This design comes from an exercise in tuning for small area on the open sky130 flow, not from production work. In this exercise RTL edits were held to simulation tests only and were not proved equivalent to the original. The clock port is modelled as an ideal driver, which makes a skipped or thinned clock tree look cheaper than it is; a real chip needs a root buffer or a tree. Power is estimated from default activity; no workload was simulated.

==> flow/design.v <==
module uart_baud(
                 input  clk,
                 input  reset_n,
                 output tick);
   localparam [15:0] INV = 16'b0101010101010011;
   reg  [15:0] x;
   wire [15:0] a = x ^ INV;
   wire [16:4] c;
   wire [15:0] n;
   wire k2 = a[1] & a[0];
   wire k3 = a[2] | k2;
   assign n[0] = ~a[0];
   assign n[1] = a[1] ^ a[0];
   assign n[2] = ~(a[2] ^ k2);
   assign n[3] = ~(a[3] ^ k3);
   assign c[4] = a[3] | k3;
   genvar i;
   generate for (i = 4; i < 16; i = i + 1) begin : g
      assign n[i]   = a[i] ^ c[i];
      assign c[i+1] = a[i] & c[i];
   end endgenerate
   always @(posedge clk or negedge reset_n)
     if (!reset_n)
       x <= 16'hfff3 ^ INV;
     else
       x <= n ^ INV;
   assign tick = c[16];
endmodule
module hello(
             input  clk_50,
             input  reset_n,
             output tx);
   wire       tick;
   reg  [3:0] phase;
   reg  [4:0] byte_idx;
   uart_baud baud(.clk(clk_50), .reset_n(reset_n), .tick(tick));
   wire done    = &byte_idx[4:1];                
   wire in_gap  = ~phase[3] & phase[2] & ~(phase[1] & phase[0]);
   wire advance = (tick | in_gap) & ~done;
   wire wrap    = &phase;
   always @(posedge clk_50 or negedge reset_n)
     if (!reset_n) begin
        phase    <= 4'b0101;
        byte_idx <= 5'd10;
     end else if (advance) begin
        phase <= wrap ? 4'b0011 : phase + 4'd1;
        if (wrap)
          byte_idx <= byte_idx + 5'd1;
     end
   reg [7:0] char;
   always @*
     case (byte_idx)
       5'd10: char = "H";
       5'd11: char = "e";
       5'd12: char = "l";
       5'd13: char = "l";
       5'd14: char = "o";
       5'd15: char = ",";
       5'd16: char = " ";
       5'd17: char = "e";
       5'd18: char = "v";
       5'd19: char = "e";
       5'd20: char = "r";
       5'd21: char = "y";
       5'd22: char = "w";
       5'd23: char = "e";
       5'd24: char = "e";
       5'd25: char = "k";
       5'd26: char = "s";
       5'd27: char = "!";
       5'd28: char = 8'h0d;
       5'd29: char = 8'h0a;
       default: char = 8'h00;
     endcase
   assign tx = phase[3] ? char[phase[2:0]] : ~(phase[2] & phase[1] & phase[0]);
endmodule
Settings: LEC_CHECK=0, CAP_MARGIN=20, CORE_AREA=3 3 71 71, DIE_AREA=0 0 74 74, GPL_TIMING_DRIVEN=0, SLEW_MARGIN=20; clock period 20.0 ns.
standard.sh (not shown) runs the stock make flow with config.mk's settings and CLKGATE_MAP_FILE= SYNTH_SCRIPT=/design/flow/synth_recipe.tcl, a recipe that flattens the netlist after the stock synthesis.
==> flow/flow/run.sh <==
#!/bin/bash
# Own layout flow: the standard synthesis, then the combinational logic
# between the standard synthesis's flip-flops is mapped again by ABC for area
# (the flip-flop instances are kept exactly as synthesised), the result is
# proved equivalent to the standard netlist, and the standard ORFS flow lays it
# out, with the port buffers and the clock tree set in flow/knobs.sh. Each tool
# writes its full output to a log file here.
set -euo pipefail
W=$PWD
R=$W/orfs/results/$FLOW_PLATFORM/hello/base
LIB=$FLOW_HOME/platforms/$FLOW_PLATFORM/lib/sky130_fd_sc_hd__tt_025C_1v80.lib
ROUNDS=${ROUNDS:-2}
SEEDS=${SEEDS:-8}
ABC_TIME=${ABC_TIME:-30}

bash standard.sh synth > $W/log_synth_standard.log 2>&1
cp $R/1_2_yosys.v $W/netlist_standard.v

python3 flow/gen_unmap.py $LIB > $W/unmap.v

# resynth IN OUT SEED: map the logic of netlist IN again, write OUT
resynth() {
  local in=$1 out=$2 seed=$3
  sed -e "s/@SEED@/$seed/" -e "s/@TIME@/$ABC_TIME/" flow/area.abc > $out.abc
  cat > $out.ys <<EOF
read_liberty -lib $LIB
read_verilog $in
hierarchy -top $FLOW_TOP
techmap -map $W/unmap.v
techmap
opt -purge
abc -script $out.abc -liberty $LIB -dont_use *probe* -dont_use *lpflow*
opt_clean -purge
hilomap -singleton -hicell sky130_fd_sc_hd__conb_1 HI -locell sky130_fd_sc_hd__conb_1 LO
splitnets
opt_clean -purge
tee -o $out.stat stat -liberty $LIB
write_verilog -noattr -nohex -nodec $out
EOF
  yosys -l $out.log $out.ys > /dev/null 2>&1 || rm -f $out
}

area_of() { grep "Chip area" $1.stat | tail -1 | awk '{print $NF}'; }

best=$W/netlist_standard.v
bestarea=$(grep "Chip area" $R/../../../../reports/$FLOW_PLATFORM/hello/base/synth_stat.txt | tail -1 | awk '{print $NF}')
echo "standard synthesis area $bestarea"
for round in $(seq 1 $ROUNDS); do
  src=$best
  for i in $(seq 1 $SEEDS); do
    seed=$(( (round - 1) * SEEDS + i ))
    resynth $src $W/netlist_r${round}_s${seed}.v $seed &
    if (( i % NUM_CORES == 0 )); then wait; fi
  done
  wait
  for i in $(seq 1 $SEEDS); do
    seed=$(( (round - 1) * SEEDS + i ))
    f=$W/netlist_r${round}_s${seed}.v
    [[ -f $f ]] || continue
    a=$(area_of $f)
    echo "round $round seed $seed area $a"
    if awk "BEGIN{exit !($a < $bestarea)}"; then best=$f; bestarea=$a; fi
  done
  echo "after round $round: $best area $bestarea"
done

# prove the chosen netlist computes the same next state and output as the
# standard one (same flip-flops, same names)
cat > $W/equiv.ys <<EOF
read_liberty -lib $LIB
read_verilog $W/netlist_standard.v
rename $FLOW_TOP gold
read_verilog $best
rename $FLOW_TOP gate
hierarchy -check
techmap -map $W/unmap.v
techmap
opt_clean
rename -hide w:_*_
equiv_make gold gate equiv
hierarchy -top equiv
equiv_simple
equiv_status -assert
EOF
if [[ $best != $W/netlist_standard.v ]] && yosys -l $W/log_equiv.log $W/equiv.ys > /dev/null 2>&1; then
  echo "equivalence proved; using $best"
  cp $best $R/1_2_yosys.v
  rm -f $R/1_synth.odb $R/1_synth.sdc
else
  echo "keeping the standard netlist"
fi

[[ -f flow/knobs.sh ]] && source flow/knobs.sh
bash standard.sh finish > $W/log_layout.log 2>&1
==> flow/flow/knobs.sh <==
# port buffers: buf_2 (the reset input drives every register)
export BUFFER_PORTS_ARGS="-buffer_cell sky130_fd_sc_hd__buf_2"
# clock: TritonCTS runs as usual, then post_cts.tcl replaces its tree with
# MY_CLK_LEAVES buffers driven by the clock port, each driving a group of
# registers
export POST_CTS_TCL=$PWD/flow/post_cts.tcl
export MY_CLKBUF=sky130_fd_sc_hd__buf_4
export MY_CLK_LEAVES=2
Other scripts of this flow, unchanged in this note and not shown: flow/flow/area.abc, flow/flow/gen_unmap.py, flow/flow/post_cts.tcl
The baseline ran to the end with no violations.
==> next run, changes <==
--- a/flow/flow/run.sh
+++ b/flow/flow/run.sh
@@ -11,5 +11,5 @@
 LIB=$FLOW_HOME/platforms/$FLOW_PLATFORM/lib/sky130_fd_sc_hd__tt_025C_1v80.lib
 ROUNDS=${ROUNDS:-2}
-SEEDS=${SEEDS:-8}
+SEEDS=${SEEDS:-16}
 ABC_TIME=${ABC_TIME:-30}
 
==> flow/flow/knobs.sh (replaced) <==
# port buffers: buf_1
export BUFFER_PORTS_ARGS="-buffer_cell sky130_fd_sc_hd__buf_1"
# clock: TritonCTS runs as usual, then post_cts.tcl replaces its tree with
# MY_CLK_LEAVES buffers driven by the clock port, each driving a group of
# registers
export POST_CTS_TCL=$PWD/flow/post_cts.tcl
export MY_CLKBUF=sky130_fd_sc_hd__buf_4
export MY_CLK_LEAVES=2
# the output port's buffer: buf_1
export POST_GLOBAL_PLACE_TCL=$PWD/flow/post_gpl.tcl
==> flow/flow/post_gpl.tcl (new file) <==
# The output port's buffer only drives the port's 0.01 pF load: use the
# smallest buffer for it.
set block [ord::get_db_block]
set small [[ord::get_db] findMaster sky130_fd_sc_hd__buf_1]
foreach bt [$block getBTerms] {
  if {[$bt getIoType] ne "OUTPUT"} continue
  foreach it [[$bt getNet] getITerms] {
    if {[$it isOutputSignal]} {
      set inst [$it getInst]
      puts "output port [$bt getName]: buffer [$inst getName] -> buf_1"
      $inst swapMaster $small
    }
  }
}
The new run produced a clean layout.
Via count fell by about 2.4%.
Area after synthesis fell by about 0.56%.
Power rose by about 0.6%.
Sequential share of layout area rose by 0.33 points.
Worst setup slack gets better by 0.28 ns.
In every run of this note, the design's own scripts or RTL, not TritonCTS, make the clock network.

========
== branch willow ==
Starts from the design.v that is shown in full above.
Settings: LEC_CHECK=0, CAP_MARGIN=20, CORE_AREA=3 3 71 71, DIE_AREA=0 0 74 74, GPL_TIMING_DRIVEN=0, SLEW_MARGIN=20; clock period 20.0 ns.
==> flow/flow/run.sh <==
#!/bin/bash
# Own layout flow: the standard synthesis, then the combinational logic
# between the standard synthesis's flip-flops is mapped again by ABC for area
# (the flip-flop instances are kept exactly as synthesised), the result is
# proved equivalent to the standard netlist, and the standard ORFS flow lays it
# out, with the port buffers and the clock tree set in flow/knobs.sh. Each tool
# writes its full output to a log file here.
set -euo pipefail
W=$PWD
R=$W/orfs/results/$FLOW_PLATFORM/hello/base
LIB=$FLOW_HOME/platforms/$FLOW_PLATFORM/lib/sky130_fd_sc_hd__tt_025C_1v80.lib
ROUNDS=${ROUNDS:-2}
SEEDS=${SEEDS:-16}
ABC_TIME=${ABC_TIME:-30}

bash standard.sh synth > $W/log_synth_standard.log 2>&1
cp $R/1_2_yosys.v $W/netlist_standard.v

python3 flow/gen_unmap.py $LIB > $W/unmap.v

# resynth IN OUT SEED: map the logic of netlist IN again, write OUT
resynth() {
  local in=$1 out=$2 seed=$3
  sed -e "s/@SEED@/$seed/" -e "s/@TIME@/$ABC_TIME/" flow/area.abc > $out.abc
  cat > $out.ys <<EOF
read_liberty -lib $LIB
read_verilog $in
hierarchy -top $FLOW_TOP
techmap -map $W/unmap.v
techmap
opt -purge
abc -script $out.abc -liberty $LIB -dont_use *probe* -dont_use *lpflow*
opt_clean -purge
hilomap -singleton -hicell sky130_fd_sc_hd__conb_1 HI -locell sky130_fd_sc_hd__conb_1 LO
splitnets
opt_clean -purge
tee -o $out.stat stat -liberty $LIB
write_verilog -noattr -nohex -nodec $out
EOF
  yosys -l $out.log $out.ys > /dev/null 2>&1 || rm -f $out
}

area_of() { grep "Chip area" $1.stat | tail -1 | awk '{print $NF}'; }

best=$W/netlist_standard.v
bestarea=$(grep "Chip area" $R/../../../../reports/$FLOW_PLATFORM/hello/base/synth_stat.txt | tail -1 | awk '{print $NF}')
echo "standard synthesis area $bestarea"
for round in $(seq 1 $ROUNDS); do
  src=$best
  for i in $(seq 1 $SEEDS); do
    seed=$(( (round - 1) * SEEDS + i ))
    resynth $src $W/netlist_r${round}_s${seed}.v $seed &
    if (( i % NUM_CORES == 0 )); then wait; fi
  done
  wait
  for i in $(seq 1 $SEEDS); do
    seed=$(( (round - 1) * SEEDS + i ))
    f=$W/netlist_r${round}_s${seed}.v
    [[ -f $f ]] || continue
    a=$(area_of $f)
    echo "round $round seed $seed area $a"
    if awk "BEGIN{exit !($a < $bestarea)}"; then best=$f; bestarea=$a; fi
  done
  echo "after round $round: $best area $bestarea"
done

# prove the chosen netlist computes the same next state and output as the
# standard one (same flip-flops, same names)
cat > $W/equiv.ys <<EOF
read_liberty -lib $LIB
read_verilog $W/netlist_standard.v
rename $FLOW_TOP gold
read_verilog $best
rename $FLOW_TOP gate
hierarchy -check
techmap -map $W/unmap.v
techmap
opt_clean
rename -hide w:_*_
equiv_make gold gate equiv
hierarchy -top equiv
equiv_simple
equiv_status -assert
EOF
if [[ $best != $W/netlist_standard.v ]] && yosys -l $W/log_equiv.log $W/equiv.ys > /dev/null 2>&1; then
  echo "equivalence proved; using $best"
  cp $best $R/1_2_yosys.v
  rm -f $R/1_synth.odb $R/1_synth.sdc
else
  echo "keeping the standard netlist"
fi

[[ -f flow/knobs.sh ]] && source flow/knobs.sh
bash standard.sh finish > $W/log_layout.log 2>&1
==> flow/flow/knobs.sh <==
# port buffers: buf_2 (the reset input drives every register)
export BUFFER_PORTS_ARGS="-buffer_cell sky130_fd_sc_hd__buf_2"
# clock: TritonCTS runs as usual, then post_cts.tcl replaces its tree with
# MY_CLK_LEAVES buffers driven by the clock port, each driving a group of
# registers
export POST_CTS_TCL=$PWD/flow/post_cts.tcl
export MY_CLKBUF=sky130_fd_sc_hd__buf_4
export MY_CLK_LEAVES=2
# the output port's buffer: buf_1
export POST_GLOBAL_PLACE_TCL=$PWD/flow/post_gpl.tcl
==> flow/flow/post_gpl.tcl <==
# The output port's buffer only drives the port's 0.01 pF load: use the
# smallest buffer for it.
set block [ord::get_db_block]
set small [[ord::get_db] findMaster sky130_fd_sc_hd__buf_1]
foreach bt [$block getBTerms] {
  if {[$bt getIoType] ne "OUTPUT"} continue
  foreach it [[$bt getNet] getITerms] {
    if {[$it isOutputSignal]} {
      set inst [$it getInst]
      puts "output port [$bt getName]: buffer [$inst getName] -> buf_1"
      $inst swapMaster $small
    }
  }
}
Other scripts of this flow, unchanged in this note and not shown: flow/flow/area.abc, flow/flow/gen_unmap.py, flow/flow/post_cts.tcl
No stage failed in branch willow, and the final checks on the layout all came back clean.
The following lists how branch garnet was set up differently from branch willow:
diff --git a/flow/flow/run.sh b/flow/flow/run.sh
--- a/flow/flow/run.sh
+++ b/flow/flow/run.sh
@@ -11,5 +11,5 @@
 LIB=$FLOW_HOME/platforms/$FLOW_PLATFORM/lib/sky130_fd_sc_hd__tt_025C_1v80.lib
 ROUNDS=${ROUNDS:-2}
-SEEDS=${SEEDS:-16}
+SEEDS=${SEEDS:-8}
 ABC_TIME=${ABC_TIME:-30}
 
diff --git a/flow/flow/knobs.sh b/flow/flow/knobs.sh
--- a/flow/flow/knobs.sh
+++ b/flow/flow/knobs.sh
@@ -7,4 +7,2 @@
 export MY_CLKBUF=sky130_fd_sc_hd__buf_4
 export MY_CLK_LEAVES=2
-# the output port's buffer: buf_1
-export POST_GLOBAL_PLACE_TCL=$PWD/flow/post_gpl.tcl
diff --git a/flow/config.mk b/flow/config.mk
--- a/flow/config.mk
+++ b/flow/config.mk
@@ -7,6 +7,6 @@
 export LEC_CHECK = 0
 export CAP_MARGIN = 20
-export CORE_AREA = 3 3 71 71
-export DIE_AREA = 0 0 74 74
+export CORE_MARGIN = 2
+export CORE_UTILIZATION = 40
 export GPL_TIMING_DRIVEN = 0
 export SLEW_MARGIN = 20
removed: flow/flow/post_gpl.tcl
--- outcome ---
branch garnet completed every stage of the flow, and the final layout passed the timing, DRC and antenna checks. Compared with branch willow, in branch garnet count of non-filler cells in the finished layout lost 13%, via count picked up an extra 1.1%, worst setup slack lost 0.096 ns, cell-internal power neither gained nor lost much.
No run of this note takes its clock network from TritonCTS; it comes from the design's own scripts or RTL.

[separate check: timing with driven ports]
The results above use ideal ports. As a check the final layouts listed here were re-extracted and re-timed, cells and wires unchanged. Step 1, drivers: a clkbuf_16 drives clk_50 and a buf_2 each remaining input, both assumed. Step 2 also shifts input and output timing later by t, the mid clock arrival at the registers, as if the neighbouring blocks saw the same clock. a / b / c = ideal / step 1 / step 2; a / b = the first two.
run	shift t [ns]	setup WS [ns]	worst slew at a driven data input, ns	cell pins on the clock port's net
the first run of note 1	0.172	13.883 / 13.857 / 14.029	0.03	2
the second run of note 1	0.173	14.163 / 14.137 / 14.310	0.03	2
branch willow	0.171	14.141 / 14.115 / 14.287	0.03	2
branch garnet	0.175	14.046 / 14.018 / 14.193	0.03	2
After both steps every run listed still meets setup and hold.
